Context: an optimization exercise on an open-source flow, tuned for small area, a short achievable clock period and few clock cycles. The choices shown serve that exercise and are no tape-out recipe. In this exercise RTL edits were held to simulation tests only and were not proved equivalent to the original.

==> 04-17 <==
// escape_time_mdbrot
module escape_time_mdbrot(input logic clk, input logic rst, input logic start,
                          input logic [12:0] max_iter, input logic [31:0] xmin, input logic [31:0] xmax, input logic [31:0] ymin, input logic [31:0] ymax, input logic [31:0] Xscale, input logic [31:0] Yscale,
                          output logic [7:0] vga_x, output logic [6:0] vga_y, output logic [2:0] vga_colour, output logic vga_plot,
                          output logic ready);
make LEC_CHECK=0 CAP_MARGIN=20 CORE_MARGIN=2 CORE_UTILIZATION=40 PLACE_DENSITY=0.6 SLEW_MARGIN=20 SYNTH_HIERARCHICAL=1 finish   # period 20.0 ns
run.sh (not shown) runs the stock make flow with config.mk's settings and CLKGATE_MAP_FILE= SYNTH_SCRIPT=/design/flow/synth_recipe.tcl, a recipe that flattens the netlist after the stock synthesis.
==> inputs of 12-08, as changes to 04-17 <==
--- a/flow/design.v
+++ b/flow/design.v
@@ -446,15 +446,15 @@
 wire [19:0] lo_a = {sq_s168, sq_s167, sq_s166, sq_s165, sq_s164, sq_s163, sq_s162, sq_s161, sq_s160, sq_s159, sq_s158, sq_s157, sq_s156, sq_s155, sq_s154, sq_s153, (x[0] & x[2]), (x[0] & x[1]), 1'b0, x[0]};
 wire [19:0] lo_b = {sq_c167, sq_c166, sq_c165, sq_c164, sq_c163, sq_c162, sq_c161, sq_c160, sq_c159, sq_c158, sq_c157, sq_c156, sq_c155, sq_c154, sq_c153, x[2], 1'b0, x[1], 1'b0, 1'b0};
 wire [20:0] lo = {1'b0, lo_a} + {1'b0, lo_b};
 assign c = lo[20];
 assign ha = {1'b0, ~(x[20] & x[21]), ~(x[19] & x[21]), sq_s189, sq_s188, sq_s187, sq_s186, sq_s185, sq_s184, sq_s183, sq_s182, sq_s181, sq_s180, sq_s179, sq_s178, sq_s177, sq_s176, sq_s175, sq_s174, sq_s173, sq_s172, sq_s171, sq_s170, sq_s169};
 assign hb = {1'b0, x[21], sq_c189, sq_c188, sq_c187, sq_c186, sq_c185, sq_c184, sq_c183, sq_c182, sq_c181, sq_c180, sq_c179, sq_c178, sq_c177, sq_c176, sq_c175, sq_c174, sq_c173, sq_c172, sq_c171, sq_c170, sq_c169, sq_c168};
 endmodule
-module mulcs(input [21:0] x, input [21:0] y, input neg, output [23:0] ha, output [23:0] hb, output c);
+module mulcs(input [21:0] x, input [21:0] y, input neg, output [23:0] ha, output [23:0] hb, output [19:0] la, output [19:0] lb);
 wire bo0, bt0, bn0;
 mbenc u_benc0(.y1(y[1]), .y0(y[0]), .ym(1'b0), .one(bo0), .two(bt0), .neg(bn0));
 wire bp0_0;
 wire bp0_0s;
 mbsel u_bsel0_0(.one(bo0), .two(bt0), .a(x[0]), .b(1'b0), .p(bp0_0s));
 mxor u_bxor0_0(.a(bp0_0s), .b(bn0), .p(bp0_0));
 wire bp0_1;
@@ -1961,18 +1961,16 @@
 mfa u_mul_237(.a(mul_s196), .b(mul_c159), .c(mul_c195), .s(mul_s236), .co(mul_c236));
 wire mul_s237, mul_c237;
 mfa u_mul_238(.a(mul_s197), .b(1'b1), .c(mul_c196), .s(mul_s237), .co(mul_c237));
 wire mul_s238, mul_c238;
 mfa u_mul_239(.a(~bp9_22), .b(bp10_20), .c(mul_c197), .s(mul_s238), .co(mul_c238));
 wire mul_s239, mul_c239;
 mha u_mul_240(.a(bp10_21), .b(1'b1), .s(mul_s239), .co(mul_c239));
-wire [19:0] lo_a = {mul_s217, mul_s216, mul_s215, mul_s214, mul_s213, mul_s212, mul_s211, mul_s210, mul_s209, mul_s208, mul_s207, mul_s206, mul_s205, mul_s204, mul_s203, mul_s202, mul_s201, mul_s200, mul_s199, mul_s198};
-wire [19:0] lo_b = {mul_c216, mul_c215, mul_c214, mul_c213, mul_c212, mul_c211, mul_c210, mul_c209, mul_c208, mul_c207, mul_c206, mul_c205, mul_c204, mul_c203, mul_c202, mul_c201, mul_c200, mul_c199, mul_c198, neg};
-wire [20:0] lo = {1'b0, lo_a} + {1'b0, lo_b};
-assign c = lo[20];
+assign la = {mul_s217, mul_s216, mul_s215, mul_s214, mul_s213, mul_s212, mul_s211, mul_s210, mul_s209, mul_s208, mul_s207, mul_s206, mul_s205, mul_s204, mul_s203, mul_s202, mul_s201, mul_s200, mul_s199, mul_s198};
+assign lb = {mul_c216, mul_c215, mul_c214, mul_c213, mul_c212, mul_c211, mul_c210, mul_c209, mul_c208, mul_c207, mul_c206, mul_c205, mul_c204, mul_c203, mul_c202, mul_c201, mul_c200, mul_c199, mul_c198, neg};
 assign ha = {1'b1, ~bp10_22, mul_s239, mul_s238, mul_s237, mul_s236, mul_s235, mul_s234, mul_s233, mul_s232, mul_s231, mul_s230, mul_s229, mul_s228, mul_s227, mul_s226, mul_s225, mul_s224, mul_s223, mul_s222, mul_s221, mul_s220, mul_s219, mul_s218};
 assign hb = {1'b0, mul_c239, mul_c238, mul_c237, mul_c236, mul_c235, mul_c234, mul_c233, mul_c232, mul_c231, mul_c230, mul_c229, mul_c228, mul_c227, mul_c226, mul_c225, mul_c224, mul_c223, mul_c222, mul_c221, mul_c220, mul_c219, mul_c218, mul_c217};
 endmodule
 module xnew(input [23:0] xa, input [23:0] xb, input xc, input [23:0] ya, input [23:0] yb, input yc, input [24:0] cx, output [24:0] q);
 wire xn_s0, xn_c0;
 mfa u_xn_1(.a(xa[0]), .b(xb[0]), .c(~ya[0]), .s(xn_s0), .co(xn_c0));
 wire xn_s1, xn_c1;
@@ -2165,16 +2163,18 @@
 mfa u_xn_95(.a(xn_s69), .b(xn_c42), .c(xn_c68), .s(xn_s94), .co(xn_c94));
 wire xn_s95, xn_c95;
 mfa u_xn_96(.a(xn_s70), .b(xn_c44), .c(xn_c69), .s(xn_s95), .co(xn_c95));
 wire xn_s96, xn_c96;
 mfa u_xn_97(.a(xn_s71), .b(xn_c46), .c(xn_c70), .s(xn_s96), .co(xn_c96));
 assign q = {xn_s96, xn_s95, xn_s94, xn_s93, xn_s92, xn_s91, xn_s90, xn_s89, xn_s88, xn_s87, xn_s86, xn_s85, xn_s84, xn_s83, xn_s82, xn_s81, xn_s80, xn_s79, xn_s78, xn_s77, xn_s76, xn_s75, xn_s74, xn_s73, xn_s72} + {xn_c95, xn_c94, xn_c93, xn_c92, xn_c91, xn_c90, xn_c89, xn_c88, xn_c87, xn_c86, xn_c85, xn_c84, xn_c83, xn_c82, xn_c81, xn_c80, xn_c79, xn_c78, xn_c77, xn_c76, xn_c75, xn_c74, xn_c73, xn_c72, yc} + {24'd0, xc};
 endmodule
-module ynew(input [24:0] cy, input [23:0] pa, input [23:0] pb, input pc, output [24:0] q);
+module ynew(input [24:0] cy, input [23:0] pa, input [23:0] pb, input [19:0] la, input [19:0] lb, output [24:0] q);
 wire [23:0] cyh = cy[24:1];
+wire [20:0] lo = {1'b0, la} + {1'b0, lb};
+wire pc = lo[20];
 wire yn_s0, yn_c0;
 mha u_yn_1(.a(cyh[0]), .b(pa[0]), .s(yn_s0), .co(yn_c0));
 wire yn_s1, yn_c1;
 mfa u_yn_2(.a(cyh[1]), .b(pa[1]), .c(pb[1]), .s(yn_s1), .co(yn_c1));
 wire yn_s2, yn_c2;
 mfa u_yn_3(.a(cyh[2]), .b(pa[2]), .c(pb[2]), .s(yn_s2), .co(yn_c2));
 wire yn_s3, yn_c3;
@@ -2380,14 +2380,15 @@
 localparam [1:0] S_RUN  = 2'd2;
 logic [1:0] state;
 logic       init;                  
 logic        xs_s, ys_s;           
 logic [15:0] xs_m, ys_m;           
 logic [12:0] mi_r;                 
 logic        mi0, mi1, mi2;        
+logic [12:0] mim1;                 
 logic [24:0] gcx, gcy;             
 logic [7:0]  gx;
 logic [6:0]  gy;
 logic        gdir;                 
 logic        gval;                 
 logic        v1, fresh1, fin1, last1, neg1;
 logic [21:0] x1, y1;
@@ -2397,15 +2398,15 @@
 logic [7:0]  px1;
 logic [6:0]  py1;
 logic        v2, fin2, last2, per2;
 logic [21:0] xs2, ys2;
 logic [23:0] xxa2, xxb2, yya2, yyb2;    
 logic        xxc2, yyc2;
 logic [23:0] xya2, xyb2;                
-logic        xyc2;
+logic [19:0] xyla2, xylb2;              
 logic [12:0] rem2;
 logic [24:0] cx2, cy2;
 logic [7:0]  px2;
 logic [6:0]  py2;
 function automatic logic big25(input logic [24:0] v);
      big25 = (v[24:21] != 4'b0000) && (v[24:21] != 4'b1111);
 endfunction
@@ -2423,19 +2424,20 @@
 assign gcy_b = init ? gcy[23:0] : {8'd0, ys_m};
 assign gcy_s = init ? gcy[24] : (ys_s ^ gdir);
 assign gcx_sum = gcx_a + {gcx_s, gcx_b ^ {24{gcx_s}}} + 25'(gcx_s);
 assign gcy_sum = gcy_a + {gcy_s, gcy_b ^ {24{gcy_s}}} + 25'(gcy_s);
 assign gcx_nx = gwrap ? gcx_sum : gcx;
 assign gcy_nx = gwrap ? gcy : gcy_sum;
 logic [23:0] xxa, xxb, yya, yyb;
-logic        xxc, yyc, xyc;
+logic        xxc, yyc;
 logic [23:0] xya, xyb;
+logic [19:0] xyla, xylb;
 sqcs  sq_x   (.x(x1), .ha(xxa), .hb(xxb), .c(xxc));
 sqcs  sq_y   (.x(y1), .ha(yya), .hb(yyb), .c(yyc));
-mulcs mul_xy (.x(x1), .y(y1), .neg(neg1), .ha(xya), .hb(xyb), .c(xyc));
+mulcs mul_xy (.x(x1), .y(y1), .neg(neg1), .ha(xya), .hb(xyb), .la(xyla), .lb(xylb));
 logic match, save;
 assign match = ~fresh1 & (x1 == xs1) & (y1 == ys1);
 assign save = fresh1 | (rem1[1:0] == 2'd0);
 always_ff @(posedge clk) begin
      per2  <= match;
      xs2   <= save ? x1 : xs1;
      ys2   <= save ? y1 : ys1;
@@ -2443,19 +2445,20 @@
      xxb2  <= xxb;
      xxc2  <= xxc;
      yya2  <= yya;
      yyb2  <= yyb;
      yyc2  <= yyc;
      xya2  <= xya;
      xyb2  <= xyb;
-     xyc2  <= xyc;
+     xyla2 <= xyla;
+     xylb2 <= xylb;
      if (fresh1) begin
           fin2  <= mi0 | mi1 | big25(gcx) | big25(gcy);
           last2 <= mi2;
-          rem2  <= mi0 ? 13'd0 : mi_r;
+          rem2  <= mi0 ? 13'd0 : mim1;
           cx2   <= gcx;
           cy2   <= gcy;
           px2   <= gx;
           py2   <= gy;
      end else begin
           fin2  <= fin1;
           last2 <= last1;
@@ -2466,40 +2469,40 @@
           py2   <= py1;
      end
 end
 logic        esc, stop, avail, take;
 logic [24:0] xn, yn;
 escape esc_t (.xa(xxa2), .xb(xxb2), .xc(xxc2), .ya(yya2), .yb(yyb2), .yc(yyc2), .esc(esc));
 xnew   xn_a  (.xa(xxa2), .xb(xxb2), .xc(xxc2), .ya(yya2), .yb(yyb2), .yc(yyc2), .cx(cx2), .q(xn));
-ynew   yn_a  (.cy(cy2), .pa(xya2), .pb(xyb2), .pc(xyc2), .q(yn));
-assign stop = v2 & (fin2 | esc | last2 | per2);
+ynew   yn_a  (.cy(cy2), .pa(xya2), .pb(xyb2), .la(xyla2), .lb(xylb2), .q(yn));
+assign stop = v2 & (fin2 | last2 | per2);
 assign avail = (state == S_RUN) & gval & ~(fresh1 & glast);
 assign take = avail & (~v2 | stop);
 logic [2:0] col;
-assign col = mi_r[2:0] + 3'd1 - rem2[2:0];
+assign col = mi_r[2:0] - rem2[2:0];
 always_ff @(posedge clk) begin
      if (take) begin
           x1   <= fresh1 ? gcx_nx[21:0] : gcx[21:0];
           y1   <= fresh1 ? gcy_nx[21:0] : gcy[21:0];
           neg1 <= fresh1 ? (gcx_nx[21] ^ gcy_nx[21]) : (gcx[21] ^ gcy[21]);
      end else begin
           x1   <= xn[21:0];
           y1   <= yn[21:0];
           neg1 <= xn[21] ^ yn[21];
      end
-     rem1       <= rem2 - 13'd1;
-     fin1       <= big25(xn) | big25(yn);
+     rem1       <= esc ? rem2 : rem2 - 13'd1;
+     fin1       <= esc | big25(xn) | big25(yn);
      last1      <= (rem2 == 13'd2);
      xs1        <= xs2;
      ys1        <= ys2;
      cx1        <= cx2;
      cy1        <= cy2;
      px1        <= px2;
      py1        <= py2;
-     vga_colour <= ((~fin2 & ~esc) | rem2 == 13'd0) ? 3'd0 : col;
+     vga_colour <= ((fin2 | esc) & rem2 != 13'd0) ? col : 3'd0;
 end
 always_ff @(posedge clk) begin
      if (!rst) begin
           v1       <= 1'b0;
           v2       <= 1'b0;
           fresh1   <= 1'b0;
           vga_plot <= 1'b0;
@@ -2539,33 +2542,35 @@
                          state <= S_IDLE;
                          ready <= 1'b1;
                     end
                end
           endcase
      end
 end
+assign mim1 = mi_r - 13'd1;
+assign mi0 = (mi_r == 13'd0);
+assign mi1 = (mi_r == 13'd1);
+assign mi2 = (mi_r == 13'd2);
+always_ff @(posedge clk) begin
+     xs_s <= Xscale[31];
+     xs_m <= Xscale[15:0];
+     ys_s <= Yscale[31];
+     ys_m <= Yscale[15:0];
+     mi_r <= max_iter;
+end
 always_ff @(posedge clk) begin
      case (state)
           S_IDLE: begin
-               xs_s <= Xscale[31];
-               xs_m <= Xscale[15:0];
-               ys_s <= Yscale[31];
-               ys_m <= Yscale[15:0];
-               mi_r <= max_iter;
                gcx  <= {xmin[31], 1'b0, xmin[22:0]};
                gcy  <= {ymin[31], 1'b0, ymin[22:0]};
                gx   <= 8'd0;
                gy   <= 7'd0;
                gdir <= 1'b0;
           end
           S_INIT: begin
-               mi0  <= (mi_r == 13'd0);
-               mi1  <= (mi_r == 13'd1);
-               mi2  <= (mi_r == 13'd2);
-               mi_r <= mi_r - 13'd1;
                gcx  <= gcx_sum;
                gcy  <= gcy_sum;
           end
           default: begin
                if (fresh1) begin
                     gcx <= gcx_nx;
                     gcy <= gcy_nx;
==> flow/flow/run.sh (new file) <==
#!/bin/bash
# The standard layout, with the port buffers that buffer_ports inserts made
# plain buf_2 cells instead of the library's default pick (a delay buffer).
set -euo pipefail
export BUFFER_PORTS_ARGS="-buffer_cell sky130_fd_sc_hd__buf_2"
bash standard.sh > standard.log 2>&1
==> flow/standard.sh (new file) <==
#!/bin/bash
# synth_recipe.tcl (not shown) runs the flow's synth.tcl, then flattens the netlist and writes it again
# the make line also repeats each setting of config.mk as NAME=value (left out here)
make -C /OpenROAD-flow-scripts/flow DESIGN_CONFIG=/design/flow/config.mk WORK_HOME=/design/flow/orfs CLKGATE_MAP_FILE= SYNTH_SCRIPT=/design/flow/synth_recipe.tcl "${@:-finish}"
==> flow/config.mk (replaced) <==
export PLATFORM = sky130hd
export DESIGN_NAME = escape_time_mdbrot
export DESIGN_NICKNAME = escape_time_mdbrot
export VERILOG_FILES = /design/flow/design.v
export SDC_FILE = /design/flow/constraint.sdc
export NUM_CORES = 4
export LEC_CHECK = 0
export CAP_MARGIN = 20
export CORE_MARGIN = 2
export CORE_UTILIZATION = 65
export PLACE_DENSITY = 0.75
export SLEW_MARGIN = 20
export SYNTH_HIERARCHICAL = 1
removed: flow/run.sh
==> summary of the runs <==
Of 12-08 and 04-17, 12-08 has the higher global-route usage (gap 11 points). Between 12-08 and 04-17, the lower clock-buffer cell count is in 04-17 (gap 7). In 04-17 the via count is smaller than in 12-08, by about 2.6%. Of 12-08 and 04-17, 12-08 has the higher fmax (gap about 18%, measured against 04-17). In 12-08 the routed wire length is lower than in 04-17, by 7.4%. Of 04-17 and 12-08, 12-08 has the higher first-iteration DRC count (gap 13%, measured against 12-08).
==> figures <==
item                                                                                       04-17                    12-08
Number of clock sinks                                                                        569                      605
Launch point of the worst path                                                     y1[5]$_DFF_P_            y1[9]$_DFF_P_
Post-synthesis cell count                                                                   4676                     4737
Hold Crit Endpoint                                                               xs1[14]$_DFF_P_          xs1[17]$_DFF_P_
Sequential fraction of the synthesis area                                                  24.7%                    24.8%
Average wire per standard cell                                                           22.6 µm                  22.9 µm
Seq cells                                                                                    569                      605
Clock period minus worst slack                                                           6.15 ns                  5.20 ns
Fraction of area in multi-input gates                                                      65.2%                    66.5%
Endpoint of the most critical setup path                                            xyc2$_DFF_P_        xyla2[19]$_DFF_P_
Repair and plain buffers                                                                     214                      215
Number of distinct standard cells referenced by the synthesized netlist                      106                      107
Status                                                                   complete, no violations  complete, no violations
Number of logic inverters in the finished layout                                             122                      105
Highest routing layer actually used                                                         met4                     met5
Testbench counts of 04-17, summed over its fixed seeds: cycles 2,352,101.
Testbench counts of 12-08, summed over its fixed seeds: cycles 2,373,874.

## what the ideal ports hide
How much do the figures lean on ideal ports? The routed layouts below were timed once more, with nothing changed but the port constraints.
Step 1, drivers: a clkbuf_16 drives clk and a buf_2 each remaining input, both assumed.
Step 2 also shifts input and output timing later by t, the mid clock arrival at the registers, as if the neighbouring blocks saw the same clock.
a / b / c = ideal ports / drivers / drivers and shift; a / b = the first two.
run | shift t [ns] | slack for setup (ns) | hold slack, ns
04-17 | 0.736 | 13.849 / 13.849 / 13.849 | 0.314 / 0.314 / 0.314
12-08 | 0.696 | 14.802 / 14.797 / 14.802 | 0.312 / 0.312 / 0.312
After both steps every run listed still meets setup and hold.
